Context: an optimization exercise on an open-source flow, tuned for small area, a short achievable clock period and few clock cycles. The choices shown serve that exercise and are no tape-out recipe. Only the layout flow was run in this run; the RTL was not checked for function there. Power figures rest on the tool's default switching activity, not on a simulated workload.

`flow/run.sh`:
```
#!/bin/bash
set -euo pipefail
cd "$(dirname "$0")/.."
bash standard.sh SETUP_SLACK_MARGIN=6.5 "BUFFER_PORTS_ARGS=-buffer_cell sky130_fd_sc_hd__buf_2" finish > flow_make.log 2>&1
```
`standard.sh`:
```
#!/bin/bash
# synth_recipe.tcl (not shown) runs the flow's synth.tcl, then flattens the netlist and writes it again
# the make line also repeats each setting of config.mk as NAME=value (left out here)
make -C /OpenROAD-flow-scripts/flow DESIGN_CONFIG=/design/flow/config.mk WORK_HOME=/design/flow/orfs CLKGATE_MAP_FILE= SYNTH_SCRIPT=/design/flow/synth_recipe.tcl "${@:-finish}"
```
`config.mk`:
```
export PLATFORM = sky130hd
export DESIGN_NAME = Riscv151
export DESIGN_NICKNAME = Riscv151
export VERILOG_FILES = /design/flow/design.v
export SDC_FILE = /design/flow/constraint.sdc
export NUM_CORES = 8
export LEC_CHECK = 0
export CAP_MARGIN = 20
export CORE_MARGIN = 2
export CORE_UTILIZATION = 40
export CTS_CLUSTER_DIAMETER = 80
export CTS_CLUSTER_SIZE = 24
export SLEW_MARGIN = 20
```
`constraint.sdc`:
```
create_clock -name core_clock -period 10.0 [get_ports {clk}]
set_input_delay 2.0000 -clock core_clock [delete_from_list [all_inputs] [get_ports {clk}]]
set_output_delay 2.0000 -clock core_clock [all_outputs]
set_load 0.01 [all_outputs]
```
`design.v`:
```
module uart_transmitter #(
    parameter CLOCK_FREQ = 125_000_000,
    parameter BAUD_RATE = 115_200)
(
    input clk,
    input rst,
    input [7:0] data_in,
    input data_in_valid,
    output data_in_ready,
    output reg serial_out
);
    localparam SYMBOL_EDGE_TIME    = CLOCK_FREQ / BAUD_RATE;
    localparam CLOCK_COUNTER_WIDTH = $clog2(SYMBOL_EDGE_TIME);
    reg [8:0] sh;                  
    reg [3:0] bitc;
    reg [CLOCK_COUNTER_WIDTH-1:0] cc;
    wire edge_ = (cc == SYMBOL_EDGE_TIME - 1);
    assign data_in_ready = (bitc == 4'd0) && (cc == 0);
    always @(posedge clk) begin
        if (data_in_ready && data_in_valid) sh <= {data_in, 1'b0};
        else if (edge_) sh <= {1'b1, sh[8:1]};
        if (rst) bitc <= 4'd0;
        else if (edge_) bitc <= (bitc == 4'd9) ? 4'd0 : bitc + 4'd1;
        if (rst || (data_in_ready && !data_in_valid) || edge_) cc <= 0;
        else cc <= cc + 1'b1;
        if (rst) serial_out <= 1'b1;
        else serial_out <= data_in_ready ? 1'b1 : sh[0];
    end
endmodule
module uart_receiver #(
    parameter CLOCK_FREQ = 125_000_000,
    parameter BAUD_RATE  = 115_200
) (
    input clk,
    input rst,
    output reg [7:0] data_out,
    output reg data_out_valid,
    input data_out_ready,
    input serial_in
);
    localparam SYMBOL_EDGE_TIME    = CLOCK_FREQ / BAUD_RATE;
    localparam SAMPLE_TIME         = SYMBOL_EDGE_TIME / 2;
    localparam CLOCK_COUNTER_WIDTH = $clog2(SYMBOL_EDGE_TIME);
    reg busy;
    reg [3:0] bitc;
    reg [CLOCK_COUNTER_WIDTH-1:0] cc;
    wire edge_ = (cc == SYMBOL_EDGE_TIME - 1);
    wire samp  = (cc == SAMPLE_TIME - 1);
    wire last  = samp && (bitc == 4'd9);
    always @(posedge clk) begin
        if (rst || last) busy <= 1'b0;
        else busy <= ((bitc != 4'd0) || !serial_in);
        if (rst || last) cc <= 0;
        else if (busy) cc <= edge_ ? 0 : cc + 1'b1;
        if (rst) bitc <= 4'd0;
        else if (samp) bitc <= (bitc == 4'd9) ? 4'd0 : bitc + 4'd1;
        if (samp && (bitc != 4'd0) && (bitc != 4'd9)) data_out <= {serial_in, data_out[7:1]};
        if (rst || (data_out_valid && data_out_ready)) data_out_valid <= 1'b0;
        else if (last) data_out_valid <= 1'b1;
    end
endmodule
module Riscv151 #(
    parameter CPU_CLOCK_FREQ    = 100_000_000,
    parameter RESET_PC          = 32'h4000_0000,
    parameter BAUD_RATE         = 115200
) (
    input  clk,
    input  rst,
    input  FPGA_SERIAL_RX,
    output FPGA_SERIAL_TX,
    output [31:0] csr,
    output [13:0] imem_addra,
    input  [31:0] imem_douta,
    output [13:0] imem_addrb,
    output [31:0] imem_dinb,
    output [3:0]  imem_web,
    output [11:0] bios_addra,
    input  [31:0] bios_douta,
    output [11:0] bios_addrb,
    input  [31:0] bios_doutb,
    output [13:0] dmem_addra,
    output [31:0] dmem_dina,
    output [3:0]  dmem_wea,
    input  [31:0] dmem_douta
);
    reg  [31:2] pcF;               
    reg  [3:0]  iweM;              
    reg  [31:2] pcF2;              
    reg         vF2;               
    reg  [31:0] IR;
    reg  [31:2] pcD;
    reg         vD;
    reg         offTD;             
    reg         off1D;             
    reg         okD;               
    reg         h1X, h1M, h1W;     
    reg         h2X, h2M, h2W;     
    reg         vX;
    reg  [31:0] opA, opB, aux;     
    reg  [4:0]  rdX;
    reg         wenX, ldX, stX, brX, jalrX, csrX, predX, biosX, subX, succX;
    reg  [7:0]  tagX;
    reg  [2:0]  f3X;
    reg         rAdd, rSll, rSlt, rSltu, rXor, rSr, rOr, rAnd, rAux, sraX;
    reg  [31:0] resM, wdM;
    reg  [3:0]  dweM;
    reg         stM, ldM, wenM;
    reg  [4:0]  rdM;
    reg  [2:0]  f3M;
    reg  [31:0] resW;
    reg         ldW, wenW;
    reg  [4:0]  rdW;
    reg  [2:0]  f3W;
    reg  [31:0] csr_r;
    reg  [31:0] rf [1:31];
    wire [31:0] wbW;               
    genvar gi;
    generate
        for (gi = 1; gi < 32; gi = gi + 1) begin : g_rf
            always @(posedge clk)
                if (wenW && rdW == gi) rf[gi] <= wbW;
        end
    endgenerate
    assign imem_addra = pcF[15:2];
    assign bios_addra = pcF[13:2];
    reg         bv [0:3];
    reg  [7:0]  btag [0:3];
    reg  [15:2] btgt [0:3];
    reg  [1:0]  bptr;
    wire [3:0]  bm;
    generate
        for (gi = 0; gi < 4; gi = gi + 1) begin : g_bm
            assign bm[gi] = bv[gi] && (btag[gi] == pcF[9:2]);
        end
    endgenerate
    wire        bhit = |bm & ~(~pcF[30] & |iweM);
    wire [15:2] bt   = bm[0] ? btgt[0] : bm[1] ? btgt[1] : bm[2] ? btgt[2] : btgt[3];
    wire [31:0] inst = pcF2[30] ? bios_douta : imem_douta;
    wire [31:2] offF2 = pcF - pcF2;           
    wire [31:2] immF2 = inst[3] ? {{12{inst[31]}}, inst[19:12], inst[20], inst[30:22]}    
                                : {{20{inst[31]}}, inst[7], inst[30:25], inst[11:9]};      
    wire [4:0]  r1F2 = inst[19:15], r2F2 = inst[24:20];
    wire [4:0]  opc  = IR[6:2];
    wire [2:0]  f3   = IR[14:12];
    wire [4:0]  rdD  = IR[11:7];
    wire [4:0]  rs1  = IR[19:15];
    wire [4:0]  rs2  = IR[24:20];
    wire isLUI   = (opc == 5'b01101);
    wire isAUIPC = (opc == 5'b00101);
    wire isJAL   = (opc == 5'b11011);
    wire isJALR  = (opc == 5'b11001);
    wire isBR    = (opc == 5'b11000);
    wire isLD    = (opc == 5'b00000);
    wire isST    = (opc == 5'b01000);
    wire isOPI   = (opc == 5'b00100);
    wire isOP    = (opc == 5'b01100);
    wire isCSR   = (opc == 5'b11100) && (f3[1:0] == 2'b01) && (IR[31:20] == 12'h51e);
    wire wenD  = (isLUI | isAUIPC | isJAL | isJALR | isLD | isOPI | isOP) && (rdD != 5'd0);
    wire use1  = isJALR | isBR | isLD | isST | isOPI | isOP | (isCSR & ~f3[2]);
    wire use2  = isBR | isST | isOP;
    wire [31:0] immI = {{20{IR[31]}}, IR[31:20]};
    wire [31:0] immS = {{20{IR[31]}}, IR[31:25], IR[11:7]};
    wire [31:0] immU = {IR[31:12], 12'b0};
    wire [31:2] immBJ = IR[3] ? {{12{IR[31]}}, IR[19:12], IR[20], IR[30:22]}
                              : {{20{IR[31]}}, IR[7], IR[30:25], IR[11:9]};
    wire [31:2] tgtD = pcD + immBJ;
    wire [31:2] pcD1 = pcD + 30'd1;
    wire hazard = (use1 & ((ldX & h1X) | (ldM & h1M))) |
                  (use2 & ((ldX & h2X) | (ldM & h2M)));
    wire [31:1] oh1, oh2;
    generate
        for (gi = 1; gi < 32; gi = gi + 1) begin : g_dec
            assign oh1[gi] = (rs1 == gi);
            assign oh2[gi] = (rs2 == gi);
        end
    endgenerate
    reg [31:0] rf1, rf2;
    integer k;
    always @(*) begin
        rf1 = 32'd0;
        rf2 = 32'd0;
        for (k = 1; k < 32; k = k + 1) begin
            rf1 = rf1 | ({32{oh1[k]}} & rf[k]);
            rf2 = rf2 | ({32{oh2[k]}} & rf[k]);
        end
    end
    wire fX1 = h1X & ~ldX, fX2 = h2X & ~ldX;
    wire fM1 = h1M & ~ldM, fM2 = h2M & ~ldM;
    wire fW1 = h1W,        fW2 = h2W;
    wire [31:0] rs1v = fM1 ? resM : fW1 ? wbW : rf1;
    wire [31:0] rs2v = fM2 ? resM : fW2 ? wbW : rf2;
    wire predT  = isJAL | (isBR & (offTD | IR[31]));
    wire dWrong = vD & ~okD & ~isJALR & (predT ? ~offTD : ~off1D);
    wire [31:2] dTarget = predT ? tgtD : pcD1;
    wire [31:0] A = opA;
    wire [31:0] B = opB;
    wire [32:0] sum = {1'b0, A} + {1'b0, B ^ {32{subX}}} + {32'd0, subX};
    wire ltu = ~sum[32];
    wire lt  = (A[31] ^ B[31]) ? A[31] : sum[31];
    wire eq  = (A == B);
    wire [31:0] Arev, shOut, shl;
    generate
        for (gi = 0; gi < 32; gi = gi + 1) begin : g_rev
            assign Arev[gi] = A[31 - gi];
            assign shl[gi]  = shOut[31 - gi];
        end
    endgenerate
    wire [31:0] shIn  = rSll ? Arev : A;
    assign shOut = $signed({sraX & ~rSll & A[31], shIn}) >>> B[4:0];
    wire [31:0] shr   = shOut;
    wire [31:0] resX = ({32{rAdd}}  & sum[31:0]) |
                       ({32{rSll}}  & shl) |
                       ({32{rSlt}}  & {31'd0, lt}) |
                       ({32{rSltu}} & {31'd0, ltu}) |
                       ({32{rXor}}  & (A ^ B)) |
                       ({32{rSr}}   & shr) |
                       ({32{rOr}}   & (A | B)) |
                       ({32{rAnd}}  & (A & B)) |
                       ({32{rAux}}  & aux);
    wire cond  = (f3X[2] ? (f3X[1] ? ltu : lt) : eq) ^ f3X[0];
    wire misp  = vX & brX & (cond ^ predX);
    wire [31:0] jt = sum[31:0];
    wire [31:0] jC  = {pcD, A[1:0] + B[1:0]};
    wire [31:0] jr  = A ^ B ^ jC;
    wire [31:0] jco = (A & B) | ((A | B) & jr);
    wire jOk   = succX & vD & (jco[30:0] == jr[31:1]);
    wire jmisp = vX & jalrX & ~jOk;
    wire xRedirect = misp | jmisp;
    wire [31:2] xTarget = jalrX ? jt[31:2] : aux[31:2];
    wire [1:0] ao = sum[1:0];
    wire [3:0] smask = (f3X[1:0] == 2'b00) ? (4'b0001 << ao) :
                       (f3X[1:0] == 2'b01) ? (ao[1] ? 4'b1100 : 4'b0011) : 4'b1111;
    wire [31:0] sdata = (f3X[1:0] == 2'b00) ? {4{aux[7:0]}} :
                        (f3X[1:0] == 2'b01) ? {2{aux[15:0]}} : aux;
    wire toImem = sum[29] & biosX;
    wire stall   = vD & hazard;                 
    wire dRedir  = dWrong;                      
    wire refetch = stall & vF2;                 
    wire advD    = ~stall;                      
    always @(posedge clk) begin
        if (rst) begin
            pcF <= RESET_PC[31:2];
            vF2 <= 1'b0;
            vD  <= 1'b0;
        end else begin
            if (xRedirect)      pcF <= xTarget;
            else if (dRedir)    pcF <= dTarget;
            else if (refetch)   pcF <= pcF2;
            else if (bhit)      pcF <= {pcF[31:16], bt};
            else                pcF <= pcF + 30'd1;
            vF2 <= ~(xRedirect | dRedir | refetch);
            if (xRedirect)  vD <= 1'b0;
            else if (advD)  vD <= vF2 & ~dRedir;
        end
        pcF2 <= pcF;
        if (advD) begin
            h1X <= vD & wenD & (r1F2 == rdD);
            h1M <= vX & wenX & (r1F2 == rdX);
            h1W <= wenM & (r1F2 == rdM);
            h2X <= vD & wenD & (r2F2 == rdD);
            h2M <= vX & wenX & (r2F2 == rdX);
            h2W <= wenM & (r2F2 == rdM);
        end else begin
            h1X <= 1'b0; h1M <= h1X; h1W <= h1M;
            h2X <= 1'b0; h2M <= h2X; h2W <= h2M;
        end
        if (advD) begin
            IR      <= inst;
            pcD     <= pcF2;
            offTD   <= (offF2 == immF2);
            off1D   <= (offF2 == 30'd1);
            okD     <= 1'b0;
        end else if (dRedir) begin
            okD     <= 1'b1;
        end
    end
    reg         xInsM, xDropM;
    reg  [7:0]  xTagM;
    reg  [15:2] xTgtM;
    always @(posedge clk) begin
        if (rst) begin
            xInsM <= 1'b0; xDropM <= 1'b0;
        end else begin
            xInsM  <= misp & ~predX | jmisp;
            xDropM <= misp & predX;
        end
        xTagM <= tagX;
        xTgtM <= jalrX ? jt[15:2] : aux[15:2];
    end
    wire        dIns  = dRedir & predT;
    wire        dDrop = dRedir & ~predT;
    wire        useX  = xInsM | xDropM;
    wire [7:0]  uTag  = useX ? xTagM : pcD[9:2];
    wire [15:2] uTgt  = useX ? xTgtM : tgtD[15:2];
    wire        uIns  = useX ? xInsM : dIns;
    wire        uDrop = useX ? xDropM : dDrop;
    wire [3:0]  um;
    generate
        for (gi = 0; gi < 4; gi = gi + 1) begin : g_um
            assign um[gi] = bv[gi] && (btag[gi] == uTag);
        end
    endgenerate
    wire [1:0]  uSlot = um[0] ? 2'd0 : um[1] ? 2'd1 : um[2] ? 2'd2 : um[3] ? 2'd3 : bptr;
    integer bi;
    always @(posedge clk) begin
        if (rst) begin
            for (bi = 0; bi < 4; bi = bi + 1) bv[bi] <= 1'b0;
            bptr <= 2'd0;
        end else if (uIns) begin
            bv[uSlot]   <= 1'b1;
            btag[uSlot] <= uTag;
            btgt[uSlot] <= uTgt;
            if (um == 4'd0) bptr <= bptr + 2'd1;
        end else if (uDrop) begin
            for (bi = 0; bi < 4; bi = bi + 1)
                if (um[bi]) bv[bi] <= 1'b0;
        end
    end
    always @(posedge clk) begin
        if (rst) vX <= 1'b0;
        else     vX <= vD & ~stall & ~xRedirect;
        opA  <= (fX1 & use1) ? resX :
                isAUIPC ? {pcD, 2'b00} :
                (isLUI | isCSR & f3[2]) ? {27'd0, rs1 & {5{isCSR}}} : rs1v;
        opB  <= (fX2 & (isOP | isBR)) ? resX :
                (isOP | isBR) ? rs2v : isST ? immS : (isLUI | isAUIPC) ? immU : immI;
        aux  <= (fX2 & isST) ? resX :
                isST ? rs2v : (isBR & ~predT) ? {tgtD, 2'b00} : {pcD1, 2'b00};
        rdX  <= rdD;
        wenX <= wenD;
        ldX  <= isLD;
        stX  <= isST;
        brX  <= isBR;
        jalrX <= isJALR;
        csrX <= isCSR;
        predX <= predT;
        succX <= vF2;              
        tagX <= pcD[9:2];
        biosX <= pcD[30];
        f3X  <= f3;
        subX <= isBR | ((isOP | isOPI) & (f3 == 3'b010 || f3 == 3'b011)) |
                (isOP & f3 == 3'b000 & IR[30]);
        sraX <= IR[30];
        rAdd  <= isLUI | isAUIPC | isLD | isST | ((isOP | isOPI) & f3 == 3'b000);
        rSll  <= (isOP | isOPI) & f3 == 3'b001;
        rSlt  <= (isOP | isOPI) & f3 == 3'b010;
        rSltu <= (isOP | isOPI) & f3 == 3'b011;
        rXor  <= (isOP | isOPI) & f3 == 3'b100;
        rSr   <= (isOP | isOPI) & f3 == 3'b101;
        rOr   <= (isOP | isOPI) & f3 == 3'b110;
        rAnd  <= (isOP | isOPI) & f3 == 3'b111;
        rAux  <= isJAL | isJALR;
    end
    always @(posedge clk) begin
        if (rst) begin
            stM <= 1'b0; ldM <= 1'b0; wenM <= 1'b0;
            dweM <= 4'd0; iweM <= 4'd0;
            csr_r <= 32'd0;
        end else begin
            stM  <= vX & stX;
            ldM  <= vX & ldX;
            wenM <= vX & wenX;
            dweM <= (vX & stX & ~toImem) ? smask : 4'd0;
            iweM <= (vX & stX &  toImem) ? smask : 4'd0;
            if (vX & csrX) csr_r <= A;
        end
        resM <= resX;
        wdM  <= sdata;
        rdM  <= rdX;
        f3M  <= f3X;
    end
    assign dmem_addra = resM[15:2];
    assign imem_addrb = resM[15:2];
    assign bios_addrb = resM[13:2];
    assign dmem_dina  = wdM;
    assign imem_dinb  = wdM;
    assign dmem_wea   = dweM;
    assign imem_web   = iweM;
    assign csr        = csr_r;
    always @(posedge clk) begin
        if (rst) begin
            ldW <= 1'b0; wenW <= 1'b0;
        end else begin
            ldW  <= ldM;
            wenW <= wenM;
        end
        resW <= resM;
        rdW  <= rdM;
        f3W  <= f3M;
    end
    wire ioM = stM & resM[31];
    wire tx_valid = ioM & (resM[7:0] == 8'h08);
    wire cnt_clr  = ioM & (resM[7:0] == 8'h18);
    wire rx_pop   = ldW & resW[31] & (resW[7:0] == 8'h04);
    wire tx_ready, rx_valid;
    wire [7:0] rx_data;
    reg  [31:0] cyc_cnt, ins_cnt;
    always @(posedge clk) begin
        if (rst | cnt_clr) begin
            cyc_cnt <= 32'd0;
            ins_cnt <= 32'd0;
        end else begin
            cyc_cnt <= cyc_cnt + 32'd1;
            ins_cnt <= ins_cnt + {31'd0, vX};
        end
    end
    uart_transmitter #(.CLOCK_FREQ(CPU_CLOCK_FREQ), .BAUD_RATE(BAUD_RATE)) uart_tx (
        .clk(clk), .rst(rst),
        .data_in(wdM[7:0]), .data_in_valid(tx_valid), .data_in_ready(tx_ready),
        .serial_out(FPGA_SERIAL_TX));
    uart_receiver #(.CLOCK_FREQ(CPU_CLOCK_FREQ), .BAUD_RATE(BAUD_RATE)) uart_rx (
        .clk(clk), .rst(rst),
        .data_out(rx_data), .data_out_valid(rx_valid), .data_out_ready(rx_pop),
        .serial_in(FPGA_SERIAL_RX));
    reg [31:0] io_rd;
    always @(*) begin
        case (resW[7:0])
            8'h00:   io_rd = {30'd0, rx_valid, tx_ready};
            8'h04:   io_rd = {24'd0, rx_data};
            8'h10:   io_rd = cyc_cnt;
            8'h14:   io_rd = ins_cnt;
            default: io_rd = 32'd0;
        endcase
    end
    wire [31:0] ldraw = resW[31] ? io_rd : resW[30] ? bios_doutb : dmem_douta;
    wire [31:0] ldsh  = ldraw >> {resW[1:0], 3'b000};
    wire [31:0] ldv   = (f3W[1:0] == 2'b00) ? {{24{~f3W[2] & ldsh[7]}},  ldsh[7:0]} :
                        (f3W[1:0] == 2'b01) ? {{16{~f3W[2] & ldsh[15]}}, ldsh[15:0]} : ldsh;
    assign wbW = ldW ? ldv : resW;
endmodule
```
==> results.yml <==
min_path:
  holdPathStages: 0
  hold_start: "tagX[3]"
  hold_path.class: "register to register"
  min_delay_worst_endpoint: "xTagM[3]"
global_routing:
  grt_max_degree: 65
  grt-ovfl-total: 0
  antenna_found_initial: 11
  track_usage: 0.3769
  grt_pass1_wl_mm: 552.9
  grt_pass1_vias: 69080
pwr:
  power.switching_w: 0.006731
  power.density_nw_per_um2: 187.2
  comb_power_share: 0.313
  leakagePower_nw: 35.48
  vdd_drop_max_mv: 0.1992
  seqPwrFrac: 0.442
  power_w: 0.01854
  p_int_w: 0.01181
  p_sw_frac: 0.3630
  clock_power_share: 0.244
routing:
  routed_wl_mm: 414.5
  via_per_inst: 7.142
  postRouteAntennaNets: 0
  detail_route.wl_per_cell_um: 39.30
  drt_iter0_drc: 15780
  vias: 75330
  drt-pass1-iter-count: 12
  drc_errors: 0
critical_path:
  worst_ep_arrival_time_ns: 4.98
  end_kind: "register"
  timing.rr.start: "resW[7]"
  slowest_delay_ns: 0.56
  r2r_slack_ns: 5.88
  required_ns: 10.75
  path_cells: "buf_6, mux2i_4, nor2_4, a31oi_4, mux4_2, a311oi_4, buf_6, buf_12, o22ai_4, buf_6, a221oi_4, a21o_1, nand3_1, o21ai_1, a31o_2"
  worstSetupPathType: "input port to register"
  slowest_stage: "mux4_2"
  reg2reg_depth: 14
  path_max_fanout: 5
  crit_top_cell: "buf_6"
  timing.rr.end: "aux[27]"
  cp-start-kind: "input port"
clock_tree:
  clockBufferDepth: 3
  ctsHoldBuffers: 0
  clockRootBuffer: "clkbuf_16"
  path_clk_slew_ns: 0.09
  clk_latency_ns: 0.85
  tritoncts: "yes"
  cts_made_buffers: 96
  h-tree-depth: 3
  cts_sinks: 1643
placement:
  place_area_um2: 86970
  gp_congestion: 1.037
  port_buffers: 297
  hpwl_mm: 241.9
synthesis:
  ys_seq_elements: 1643
  synth_edf_count: 1158
  async_flop_share: 0
  synthFlopType: "edfxtp_1"
  syn-num-nets: 7622
  yosysUniqueCellTypes: 91
  syn-instance-count: 7297
  synth_area_um2: 81660
  yosysWarnings: 4
  synth.avg_cell_area_um2: 11.19
  seq_area_frac_synth: 0.5447
flow_run:
  drv_cap: 3
floorplan:
  die_h_um: 455.8
  num_rows: 165
  dieWidth_um: 455.8
  core_area_um2: 202500
  floorplan.initialDensity: 0.4032
  dieArea_um2: 207800
  ios: 302
finish:
  fin_area_um2: 99040
  multi_input_area_um2: 38680
  regArea_um2: 44600
  nFillCells: 17660
  nets: 8130
  area_growth_pct: 21.28
  final_util: 0.4890
  drive_gt1_frac: 0.2466
sta:
  setup_viol: 0
  slew-limit-headroom: -0.1088
  fmax_mhz: 236.2
  period_minus_slack_ns: 4.234
  timing.hold.ws_ns: 0.3331
  worst_slew_pin_slew_ns: 1.653
  maxSlewViolCount: 10
  period_share: 0.4234
  hold_viol: 0
  fin_setup_tns_ns: 0
  rsz0062_at_grt: "yes"
  finalClockSkew_ns: 0.06992
outcome:
  violatedChecks: "max-capacitance violations, max-slew violations"
  outcome: "failed layout checks"
==> repair_timing <==
| item | CTS | global route |
|---|---|---|
| buffers inserted | 252 | 119 |
| endpoints found under the setup margin | 1371 | 1087 |
| cloned | 47 | 20 |
| gates resized for setup | 696 | 349 |
| pin swaps | 185 | 166 |
==> sequential cells by signal, summed over array words and instances, names as in the netlist, 32 cells and up <==
signal,flops
aux,32
btag,32
btgt,56
csr_r,32
cyc_cnt,32
ins_cnt,32
opA,32
opB,32
resM,32
resW,32
rf,992
wdM,32
==> stage by stage <==
stage	instances	setup slack [ns]
after floorplan	7297	5.763
after global placement	9938	4.289
after detailed placement	9940	4.297
after CTS	10400	5.930
after global routing	10540	5.782
final	10550	5.766
==> critical path: cells and delay by family <==
kind	cells	cell delay, ns
AND/OR/NAND/NOR	2	0.28
buffers and inverters	4	0.64
multiplexers	2	0.63
AO/OA/AOI/OAI	7	1.42
==> kinds of logic (layout without fill, tap and decap cells) <==
kind of cell / count (synthesis) / count (layout) / synth area share
AOI/OAI and AO/OA: 2174 / 2184 / 0.1960
xor gates and xnor gates: 380 / 380 / 0.04076
adders and majority gates: 194 / 194 / 0.03267
buffers and inverters: 786 / 1320 / 0.04146
DFF: 1643 / 1643 / 0.5447
muxes: 247 / 247 / 0.03746
other: 0 / 10 / 0
and+or+nand+nor: 1873 / 1898 / 0.1069
==> cells in the mapped netlist, types with 26 or more instances <==
| library cell | n | area share |
|---|---|---|
| or3_1 | 26 | 0.0020 |
| edfxtp_1 | 1158 | 0.43 |
| xor2_1 | 159 | 0.017 |
| o22a_1 | 33 | 0.0035 |
| ha_1 | 162 | 0.025 |
| nor4_1 | 65 | 0.0050 |
| o211ai_1 | 43 | 0.0040 |
| nor2b_1 | 44 | 0.0034 |
| o22ai_1 | 38 | 0.0029 |
| mux4_2 | 39 | 0.011 |
| nand2b_1 | 26 | 0.0020 |
| o21a_1 | 31 | 0.0028 |
| a21o_1 | 51 | 0.0047 |
| nand4_1 | 147 | 0.011 |
| xnor2_1 | 221 | 0.024 |
| mux2_2 | 75 | 0.010 |
| a211oi_1 | 97 | 0.0089 |
| nand3_1 | 166 | 0.010 |
| fa_1 | 32 | 0.0078 |
| nand2_1 | 601 | 0.028 |
| inv_1 | 221 | 0.010 |
| buf_4 | 100 | 0.0092 |
| dfxtp_1 | 485 | 0.12 |
| and3_1 | 56 | 0.0043 |
| a221oi_1 | 239 | 0.026 |
| nor2_1 | 528 | 0.024 |
| a221o_1 | 92 | 0.011 |
| a22oi_1 | 506 | 0.047 |
| mux2i_1 | 132 | 0.016 |
| a21oi_1 | 336 | 0.021 |
| clkbuf_1 | 364 | 0.017 |
| a22o_1 | 275 | 0.029 |
| buf_1 | 63 | 0.0029 |
| nor3_1 | 104 | 0.0064 |
| o21ai_0 | 236 | 0.014 |
==> layer usage <==
layer | wire [um] | vias up | GRT usage
met1 | 138600 | 36200 | 0.4497
met3 | 70780 | 2351 | 0.1811
met5 | 496 | - | 0.001607
li1 | - | 29120 | -
met4 | 41270 | 20 | 0.2731
met2 | 163400 | 7640 | 0.5262
==> worst max-delay path by stage <==
stage	to	cells past startpoint	slack (ns)	startpoint
4_1_cts	aux[27]	15	5.93	bios_doutb[31]
6_report	aux[27]	15	5.77	bios_doutb[31]
3_5_place_dp	aux[31]	11	4.30	bios_doutb[31]
2_1_floorplan	opB[28]	11	5.76	bios_doutb[31]
5_1_grt	pcF[25]	17	5.78	subX
3_3_place_gp	aux[31]	11	4.29	bios_doutb[31]
==> layout make-up <==
type / instances / share of cell area
antenna: 10 / 0.0002527
clock buffer: 107 / 0.02531
clock inverter: 52 / 0.006847
inverter: 231 / 0.01011
multi-input combinational: 4903 / 0.3906
sequential: 1643 / 0.4503
tap: 2672 / 0.03376
timing repair buffer: 922 / 0.08200
timing repair inverter: 8 / 0.0008212
==> cell usage in the layout (no fill, tap or decap), drive strengths merged, types with 162 or more instances in the layout <==
master     n
a21oi    336
a221oi   242
a22o     275
a22oi    506
buf      908
dfxtp    485
edfxtp  1158
ha       162
inv      248
nand2    601
nand3    170
nor2     544
o21ai    245
xnor2    221
==> power by group through the flow <==
stage	clock network, W	registers, W	logic [W]
after global routing	0.00473	0.00819	0.00590
after CTS	0.00451	0.00816	0.00500
after global placement	0	0.00831	0.00410
final	0.00453	0.00821	0.00581
after detailed placement	0	0.00831	0.00413
after floorplan	0	0.00804	0.00257

## re-timing with driven ports
In the flow no input, the clock included, has a driving cell. The finished layout below was timed again as built, in two steps. Step 1 (the two cells are an assumption about what drives the block):
set clk [get_ports {clk}]
set_driving_cell -lib_cell sky130_fd_sc_hd__clkbuf_16 $clk
set_driving_cell -lib_cell sky130_fd_sc_hd__buf_2 [delete_from_list [all_inputs] $clk]
Step 2 adds t to the input delays and takes it off the output delays; t is the mean of the earliest and latest rising clock arrival at the registers after step 1. Input paths then give back, and output paths get back, about the clock's delay inside the block. a / b / c = ideal / step 1 / step 2; a / b = the first two.
shift t [ns]: 0.910
setup slack, ns: 5.766 / 5.815 / 4.905
hold slack, ns: 0.333 / 0.333 / 0.333
clock arrival spread, ns: 0.071 / 0.072
slew at the worst register clock pin (ns): 0.11 / 0.11
For this run, drivers alone change the setup slack by +0.049 ns; drivers and shift together by -0.861 ns.
